From an optimization exercise on the open Yosys and OpenROAD flow, aimed at small area, a short achievable clock period and few clock cycles; shortcuts taken in it are not production practice. Function was not checked in any run shown here: the RTL went through the layout flow alone. No activity file was given, so power comes from the tool's default toggle rates.

==> flow/design.v <==
module draw_lines(
      input          i_clk,
      input          i_reset,
      input   [10:0] i_x0,
      input   [10:0] i_x1,
      input   [10:0] i_y0,
      input   [10:0] i_y1,
      input          i_start,
      input          i_load_fifo,
      output         o_waiting,
      output         o_fifo_full,
      output         o_wr,
      output  [18:0] o_addr
    );
   localparam NR = 12;           
   localparam RW = 38;           
   reg        idle;              
   reg        wr;                
   reg  [3:0] count;             
   reg        full;              
   reg  [NR-1:0] r_v;            
   reg           x_v, y_v, e_v;
   reg        e_last;            
   wire finish = wr & e_last;    
   wire [NR+2:0] vall = {e_v, y_v, x_v, r_v};      
   wire [NR+2:0] take;
   genvar gi;
   generate
      for (gi = 1; gi <= NR+2; gi = gi + 1) begin : g_take
         assign take[gi] = vall[gi-1] & (~&vall[NR+2:gi] | finish);
      end
   endgenerate
   assign take[0] = i_load_fifo;
   wire       done       = finish & (count == 4'd1);
   wire       idle_nx    = idle ? ~i_start : done;
   wire       e_v_nx     = (e_v & ~finish) | take[NR+2];
   wire [3:0] count_nx   = count + {3'd0, i_load_fifo} - {3'd0, finish};
   always @(posedge i_clk) begin
      if (i_reset) begin
         idle    <= 1'b1;
         wr      <= 1'b0;
         count   <= 4'd0;
         full    <= 1'b0;
         r_v     <= {NR{1'b0}};
         x_v     <= 1'b0;
         y_v     <= 1'b0;
         e_v     <= 1'b0;
      end else begin
         idle  <= idle_nx;
         wr    <= ~idle_nx & e_v_nx;
         count <= count_nx;
         full  <= count_nx == 4'd15;
         r_v   <= (r_v & ~take[NR:1]) | take[NR-1:0];
         x_v   <= (x_v & ~take[NR+1]) | take[NR];
         y_v   <= (y_v & ~take[NR+2]) | take[NR+1];
         e_v   <= e_v_nx;
      end
   end
   assign o_waiting   = idle;
   assign o_fifo_full = full;
   assign o_wr        = wr;
   reg [RW-1:0] r_d [0:NR-1];
   always @(posedge i_clk) begin
      if (take[0])
         r_d[0] <= {i_x0[9:0], i_y0[8:0], i_x1[9:0], i_y1[8:0]};
   end
   generate
      for (gi = 1; gi < NR; gi = gi + 1) begin : g_raw
         always @(posedge i_clk) begin
            if (take[gi])
               r_d[gi] <= r_d[gi-1];
         end
      end
   endgenerate
   wire [9:0] h_x0 = r_d[NR-1][37:28];
   wire [8:0] h_y0 = r_d[NR-1][27:19];
   wire [9:0] h_x1 = r_d[NR-1][18:9];
   wire [8:0] h_y1 = r_d[NR-1][8:0];
   reg  [10:0] x_dx;             
   reg   [9:0] x_dy;             
   reg  [18:0] x_a0, x_a1;       
   always @(posedge i_clk) begin
      if (take[NR]) begin
         x_dx <= {1'b0, h_x1} - {1'b0, h_x0};
         x_dy <= {1'b0, h_y1} - {1'b0, h_y0};
         x_a0 <= {h_y0, 9'd0} + {2'd0, h_y0, 7'd0} + {9'd0, h_x0};
         x_a1 <= {h_y1, 9'd0} + {2'd0, h_y1, 7'd0} + {9'd0, h_x1};
      end
   end
   wire        sx  = x_dx[10];
   wire        sy  = x_dy[9];
   wire [11:0] dxe = {x_dx[10], x_dx};
   wire [11:0] dye = {{2{x_dy[9]}}, x_dy};
   wire [11:0] s1  = dye - dxe;
   wire [11:0] s2  = dye + dxe;
   wire        steep = (s1[11] & s2[11]) | (~s1[11] & ~s2[11] & (|s1) & (|s2));
   wire        swap  = steep ? sy : sx;
   wire [10:0] ndx   = -x_dx;
   wire  [9:0] ndy   = -x_dy;
   reg   [9:0] y_adx;
   reg   [8:0] y_ady;
   reg         y_steep, y_bpos;
   reg  [18:0] y_addr;
   always @(posedge i_clk) begin
      if (take[NR+1]) begin
         y_adx   <= sx ? ndx[9:0] : x_dx[9:0];
         y_ady   <= sy ? ndy[8:0] : x_dy[8:0];
         y_steep <= steep;
         y_bpos  <= ~(sx ^ sy);
         y_addr  <= swap ? x_a1 : x_a0;
      end
   end
   wire [10:0] t_xy  = {1'b0, y_adx} - {2'b0, y_ady};         
   wire [10:0] t_yx  = {2'b0, y_ady} - {1'b0, y_adx};         
   wire [10:0] e0_ns = {2'b0, y_adx[9:1]} - {2'b0, y_ady};    
   wire [10:0] e0_s  = {3'b0, y_ady[8:1]} - {1'b0, y_adx};    
   reg [18:0] e_addr;
   reg [10:0] e_err;             
   reg  [9:0] e_d1;              
   reg  [9:0] e_db;
   reg  [9:0] e_cnt;             
   reg        e_steep, e_bpos;
   wire        e_step = e_err[10];
   wire [18:0] e_inc  = ~e_step ? (e_steep ? 19'd640 : 19'd1) :
                        e_steep ? (e_bpos ? 19'd641 : 19'd639) :
                                  (e_bpos ? 19'd641 : -19'd639);
   wire [10:0] e_err_s  = e_err + {1'b0, e_d1};
   wire [10:0] e_err_ns = e_err - {1'b0, e_db};
   always @(posedge i_clk) begin
      if (take[NR+2]) begin
         e_addr  <= y_addr;
         e_err   <= y_steep ? e0_s : e0_ns;
         e_d1    <= y_steep ? t_yx[9:0] : t_xy[9:0];
         e_db    <= y_steep ? y_adx : {1'b0, y_ady};
         e_cnt   <= y_steep ? {1'b0, y_ady} : y_adx;
         e_last  <= y_steep ? 1'b0 : (y_adx == 10'd0);
         e_steep <= y_steep;
         e_bpos  <= y_bpos;
      end else if (wr) begin
         e_addr  <= e_addr + e_inc;
         e_err   <= e_step ? e_err_s : e_err_ns;
         e_cnt   <= e_cnt - 10'd1;
         e_last  <= (e_cnt == 10'd1);
      end
   end
   assign o_addr = e_addr;
endmodule
==> flow/run.sh <==
#!/bin/bash
# synth_recipe.tcl (not shown) runs the flow's synth.tcl, then flattens the netlist and writes it again
# the make line also repeats each setting of config.mk as NAME=value (left out here)
make -C /OpenROAD-flow-scripts/flow DESIGN_CONFIG=/design/flow/config.mk WORK_HOME=/design/flow/orfs CLKGATE_MAP_FILE= SYNTH_SCRIPT=/design/flow/synth_recipe.tcl finish
==> flow/config.mk <==
export PLATFORM = sky130hd
export DESIGN_NAME = draw_lines
export DESIGN_NICKNAME = draw_lines
export VERILOG_FILES = /design/flow/design.v
export SDC_FILE = /design/flow/constraint.sdc
export NUM_CORES = 4
export LEC_CHECK = 0
export CAP_MARGIN = 20
export CORE_MARGIN = 2
export CORE_UTILIZATION = 40
export SLEW_MARGIN = 20
==> flow/constraint.sdc <==
create_clock -name core_clock -period 5.0 [get_ports {i_clk}]
set_input_delay 1.0000 -clock core_clock [delete_from_list [all_inputs] [get_ports {i_clk}]]
set_output_delay 1.0000 -clock core_clock [all_outputs]
set_load 0.01 [all_outputs]
==> results.json, run 1 <==
{
  "outcome": "no timing/DRC/antenna violations",
  "worstMarginPinSlew_ns": 0.981,
  "yosysSeqAreaShare_pct": 69.1,
  "cts_resized": 0,
  "ys_warn_count": 2,
  "root_buffer": "clkbuf_16",
  "die_h_um": 266,
  "cts_max_level": 3,
  "die_w_um": 266,
  "setup_viol": 0,
  "whs_ns": 0.402,
  "fin_skew_ns": 0.0303,
  "synthCells": 1878,
  "post_drt_wl_per_cell_um": 15.9,
  "arrival_ns": 4.00,
  "syn2layout_area_growth_pct": 14.1,
  "cp-end-kind": "register",
  "use_met2_pct": 23.0,
  "num_vias": 14700,
  "num_antenna_cells": 0,
  "cts_tree": "built",
  "io_pins": 70,
  "power.leakage_nw": 11.1,
  "fin_area_um2": 31400,
  "hpwl_um": 32600,
  "vias_per_cell": 5.06,
  "placed_area_um2": 29300,
  "antenna_found_initial": 0,
  "num_rows": 96,
  "peakVddDrop_v": 0.000303,
  "syn_avg_cell_area_um2": 14.6,
  "crit_type": "register to register",
  "synth.top_cells.by_area": "edfxtp_1, ha_1, xnor2_1",
  "maxCapViolations": 0,
  "synthDistinctLibCells": 68,
  "grt_pass1_wl_um": 75000,
  "drt_wl_total_um": 46200,
  "min_period_over_period_pct": 73.8,
  "fin_ws_ns": 1.31,
  "p_per_area_nw_per_um2": 336,
  "required_ns": 5.31,
  "crit_buf_inv": 1,
  "layout_common_cells": "edfxtp_1, ha_1, inv_1",
  "synth_nets": 2089,
  "synth_area_um2": 27500,
  "rsz0062_at_grt": "false",
  "hold_viol_final": 0,
  "ys_ff_latch": 640,
  "nets": 2189,
  "io_buffers": 63,
  "place_ws_ns": 1.35,
  "drive_above_1_share_pct": 6.81,
  "grt_busiest_layer": "met2",
  "crit_slowest_cell": "or4b_4",
  "synth_ff_type": "edfxtp_1",
  "max_stage_delay_ns": 0.77,
  "cts_setup_buffers": 0,
  "place_congestion": 0.811,
  "cp-start-kind": "register",
  "grt_overflow_total": 0,
  "grt_usage_pct": 13.2,
  "async_reset_ff_share_pct": 0,
  "core_area_um2": 68300,
  "finalSetupTns_ns": 0,
  "finalCriticalPeriod_ns": 3.69,
  "grt_use_met3_pct": 2.74,
  "synth_edf_count": 618,
  "met1_usage_pct": 16.2,
  "clock_latency_ns": 0.60,
  "cp_top_family": "compound AO/OA/AOI/OAI gates",
  "numCtsBuffers": 67,
  "drc": 0,
  "antenna_left": 0,
  "die_area_um2": 70900,
  "slew_headroom_pct": 34.4,
  "grt_start_max_net_pins": 60,
  "path_cells": "inv_1 > ha_1 > fa_1 > nand2b_1 > a21oi_2 > o2bb2ai_2 > o311a_1 > or4b_4 > o2111ai_1 > nand3_1",
  "final_common_cell": "edfxtp_1",
  "drt-initial-drc-count": 842,
  "start_util_pct": 40.2,
  "synth_top_area_share_pct": 67.5,
  "synth_top_area_cell": "edfxtp_1",
  "drt_pass1_iterations": 5,
  "grt_pass1_vias": 15000,
  "clockBufferDepth": 3,
  "critPathMaxFanout": 38,
  "finalMaxSlewViolations": 0,
  "clock.fmax_mhz": 271,
  "clk_pin_slew_ns": 0.06,
  "cts.sinks": 640,
  "cts_hold_buf": 0,
  "hold_class": "register to register"
}
-- state kept, by name, summed over array words and instances (netlist names), 9 cells and up --
register / cells
r_d: 456
e_addr: 19
x_a0: 19
x_a1: 19
y_addr: 19
r_v: 12
e_err: 11
x_dx: 11
e_cnt: 10
e_d1: 10
e_db: 10
x_dy: 10
y_adx: 10
y_ady: 9
-- per-stage QoR --
step / power (mW) / instances / utilization, %
after floorplan: 6.08 / 1878 / -
after global placement: 6.14 / 2786 / 42.8
after detailed placement: 6.14 / 2786 / 42.8
after CTS: 10.7 / 2902 / 45.7
after global routing: 11.0 / 2907 / 45.9
final: 10.6 / 2907 / 45.9
-- Yosys cell counts (all sizes together) (33+ instances only) --
master   number
inv         119
nand3        33
xor2         37
xnor2        56
edfxtp      618
o21ai        77
clkbuf       34
nor2b        54
nand2        88
o2111ai      40
a21oi        88
ha          148
nor3         33
nor2         94
-- final timing paths --
kind	slack [ns]	to	start	depth (start not counted)
max	1.31	y_addr[10]	x_dy[0]	10
min	0.40	r_d[10][15]	r_d[9][15]	0
max reg2reg	1.31	y_addr[10]	x_dy[0]	10
min reg2reg	0.40	r_d[10][15]	r_d[9][15]	0
-- final cells by class --
type,count,area (um2)
Fill cell,5854,37000
Sequential cell,640,19000
Multi-Input combinational cell,1062,7950
Clock buffer,84,1740
Tap cell,882,1100
Timing Repair Buffer,87,898
Inverter,120,450
Clock inverter,32,239
-- logic make-up (layout without fill, tap and decap cells) --
family | Yosys count | count (layout) | share of synthesized area [%]
XOR/XNOR | 93 | 93 | 2.96
adder cells (fa/ha/maj) | 163 | 163 | 7.82
AO/OA/AOI/OAI | 371 | 371 | 9.18
flip-flops | 640 | 640 | 69.1
AND/OR/NAND/NOR | 416 | 416 | 7.68
multiplexers | 19 | 19 | 0.710
buffers and inverters | 176 | 323 | 2.57
-- metal layers --
metal / routed length [um] / share of wire [%]
met1: 20100 / 43
met2: 23000 / 50
met3: 1840 / 4.0
met4: 1310 / 2.8
met5: 0 / 0
-- where the power goes --
| part | switching [mW] | internal [mW] |
|---|---|---|
| Combinational | 0.0531 | 0.0538 |
| Clock | 1.94 | 2.58 |
| Sequential | 0.0204 | 5.91 |
==> inputs of run 2 (changes only) <==
--- a/flow/config.mk
+++ b/flow/config.mk
@@ -10,2 +10,3 @@
 export CORE_UTILIZATION = 40
+export SETUP_SLACK_MARGIN = 2.9
 export SLEW_MARGIN = 20
==> results.json, run 2 <==
{
  "outcome": "no timing/DRC/antenna violations",
  "regToRegStartpoint": "x_dx[0]",
  "holdPathEnd": "r_d[11][19]",
  "synthTopCellsByCount": "edfxtp_1, ha_1, inv_1",
  "grt_pass1_vias": 16300,
  "seq_area_um2": 19000,
  "hold_class": "register to register",
  "clock.fmax_mhz": 310,
  "io_pins": 70,
  "num_antenna_cells": 0,
  "ys_ff_latch": 640,
  "drt-initial-drc-count": 730,
  "nets": 2402,
  "finalSetupTns_ns": 0,
  "numCtsBuffers": 59,
  "ys_warn_count": 2,
  "clock_latency_ns": 0.65,
  "die_h_um": 266,
  "arrival_ns": 3.59,
  "grt_start_max_net_pins": 60,
  "async_reset_ff_share_pct": 0,
  "cp-end-kind": "register",
  "num_rows": 96,
  "root_buffer": "clkbuf_16",
  "peakVddDrop_v": 0.000297,
  "grt_overflow_total": 0,
  "crit_type": "register to register",
  "maxCapViolations": 0,
  "place_congestion": 0.924,
  "vias_per_cell": 5.16,
  "synth_area_um2": 27500,
  "cts_max_level": 2,
  "grt_pass1_wl_um": 86700,
  "synthCells": 1878,
  "slew_headroom_pct": 40.9,
  "regMostFlops": "r_d",
  "synth_edf_count": 618,
  "cp-start-kind": "register",
  "layout_common_cells": "edfxtp_1, buf_4, ha_1",
  "p_per_area_nw_per_um2": 304,
  "antenna_found_initial": 0,
  "worstMarginPinSlew_ns": 0.884,
  "cts.sinks": 640,
  "grt_usage_pct": 15.7,
  "grt_busiest_layer": "met2",
  "synth_nets": 2089,
  "antenna_left": 0,
  "synth_top_area_cell": "edfxtp_1",
  "met1_usage_pct": 17.2,
  "use_met2_pct": 30.0,
  "syn2layout_area_growth_pct": 27.3,
  "r2r_slack_ns": 1.78,
  "core_area_um2": 68300,
  "num_vias": 16100,
  "worstReg2RegEnd": "y_addr[13]",
  "drive_above_1_share_pct": 27.8,
  "cts_tree": "built",
  "hpwl_um": 34000,
  "synth_ff_type": "edfxtp_1",
  "fillers": 5551,
  "largest_reg_flops": 456,
  "min_period_over_period_pct": 64.5,
  "synthDistinctLibCells": 68,
  "clockBufferDepth": 3,
  "hold_viol_final": 0,
  "required_ns": 5.36,
  "whs_ns": 0.399,
  "multi_input_area_um2": 9720,
  "drt_pass1_iterations": 4,
  "critPathMaxFanout": 6,
  "synth_top_area_share_pct": 67.5,
  "synth.most_common_cell": "edfxtp_1",
  "ff2ff_path_depth": 12,
  "hold_depth": 0,
  "syn_avg_cell_area_um2": 14.6,
  "drt_wl_total_um": 57200,
  "rsz0062_at_grt": "true",
  "synth.top_cells.by_area": "edfxtp_1, ha_1, xnor2_1",
  "post_drt_wl_per_cell_um": 18.3,
  "min_from": "r_d[10][19]",
  "finalMaxSlewViolations": 0,
  "final_common_cell": "edfxtp_1",
  "fin_skew_ns": 0.0346,
  "die_area_um2": 70900,
  "drc": 0,
  "power.leakage_nw": 12.6,
  "finalCriticalPeriod_ns": 3.22,
  "io_buffers": 63,
  "start_util_pct": 40.2,
  "clk_pin_slew_ns": 0.07,
  "grt_use_met3_pct": 2.20,
  "setup_viol": 0,
  "die_w_um": 266,
  "yosysSeqAreaShare_pct": 69.1
}
-- run 2: cell types whose count changed in the layout (fill, tap and decap cells not counted), sizes merged, moves of 5 or more --
cell	previous run	this run
buf	25	243
clkdlybuf4s50	62	40
and2	25	32
bufinv	2	9
or4b	1	8
clkbuf	84	78
inv	124	119
-- run 2: timing repair --
action / in CTS / in global routing
pin swaps: 113 / 91
setup endpoints to repair: 450 / 356
cloned: 19 / 9
hold buffers: 0 / 0
setup buffers: 158 / 44
gates resized for setup: 269 / 161
-- run 2: how the worst max path moves through the flow --
stage                    from    endpoint  slack (ns)
finish                x_dx[0]  y_addr[13]        1.78
global route          x_dx[0]   y_addr[2]        1.66
CTS                   x_dy[1]   y_addr[0]        1.82
detailed placement  e_err[10]  e_addr[18]        1.43
global placement    e_err[10]  e_addr[18]        1.49
floorplan             x_dx[0]  y_addr[17]        2.02
-- run 2: cell families (layout without fill, tap and decap cells) --
family                     count (synthesis)  count (layout)  synth area share [%]
muxes                                     19              19                 0.710
AOI/OAI and AO/OA                        371             375                  9.18
buffers and inverters                    176             515                  2.57
and+or+nand+nor                          416             435                  7.68
DFF                                      640             640                  69.1
xor gates and xnor gates                  93              93                  2.96
adders and majority gates                163             163                  7.82
-- run 2: power breakdown --
part / switching (mW) / internal [mW]
Sequential: 0.0227 / 5.90
Clock: 1.92 / 2.70
Combinational: 0.0584 / 0.0615
-- run 2: metrics by stage --
step / util, % / std cells / worst slack, ns / total power [mW] / area, um2
2_1_floorplan: - / 1878 / 2.02 / 6.08 / 27900
3_3_place_gp: 43.2 / 2781 / 1.49 / 6.13 / 29500
3_5_place_dp: 43.2 / 2781 / 1.43 / 6.14 / 29500
4_1_cts: 49.4 / 3068 / 1.82 / 10.8 / 33800
5_1_grt: 51.2 / 3122 / 1.66 / 11.0 / 35000
6_report: 51.2 / 3122 / 1.78 / 10.7 / 35000
-- run 2: cell type report --
class                           instances  area share, %
Clock buffer                           76           4.49
Inverter                              120           1.32
Clock inverter                         34           1.31
Tap cell                              882           3.15
Multi-Input combinational cell       1085           27.8
Sequential cell                       640           54.3
Timing Repair Buffer                  285           7.68
-- run 2: worst max-delay path, stage by stage, from the launching register on --
cell and delay [ns]:
edfxtp_1 0.40, buf_6 0.14, ha_4 0.15, fa_2 0.36, nand2b_4 0.17, a21oi_4 0.21
o2bb2ai_4 0.12, o21ai_2 0.21, mux2i_4 0.16, buf_6 0.18, or4b_4 0.60, o2111ai_1 0.14
nand3_1 0.11
-- run 2: per-layer routing --
metal / part of all wire, % / vias up / routed length, um
met3: 3.2 / 120 / 1800
met1: 38 / 7879 / 21700
met2: 55 / 321 / 31400
met4: 3.9 / 0 / 2240
li1: - / 7779 / -
met5: 0 / - / 0

separate check: timing with driven ports:
How much do the figures lean on ideal ports? The routed layouts below were timed once more, with nothing changed but the port constraints. Step 1 sets driving cells, clkbuf_16 on the clock port and buf_2 on the other inputs (assumed; they add their load-dependent delay and slew). Step 2 also shifts input and output timing later by t, the mid clock arrival at the registers, as if the neighbouring blocks saw the same clock. Three values: no drivers, after step 1, after step 2; two values: the first two.
run | shift t [ns] | setup WS [ns] | worst hold slack (ns) | latest minus earliest clock arrival (ns) | cell pins on the clock port's net
run 1 | 0.640 | 1.309 / 1.309 / 1.309 | 0.402 / 0.402 / 0.402 | 0.032 / 0.032 | 1
run 2 | 0.685 | 1.777 / 1.777 / 1.777 | 0.399 / 0.399 / 0.399 | 0.036 / 0.035 | 1
After both steps every run listed still meets setup and hold.
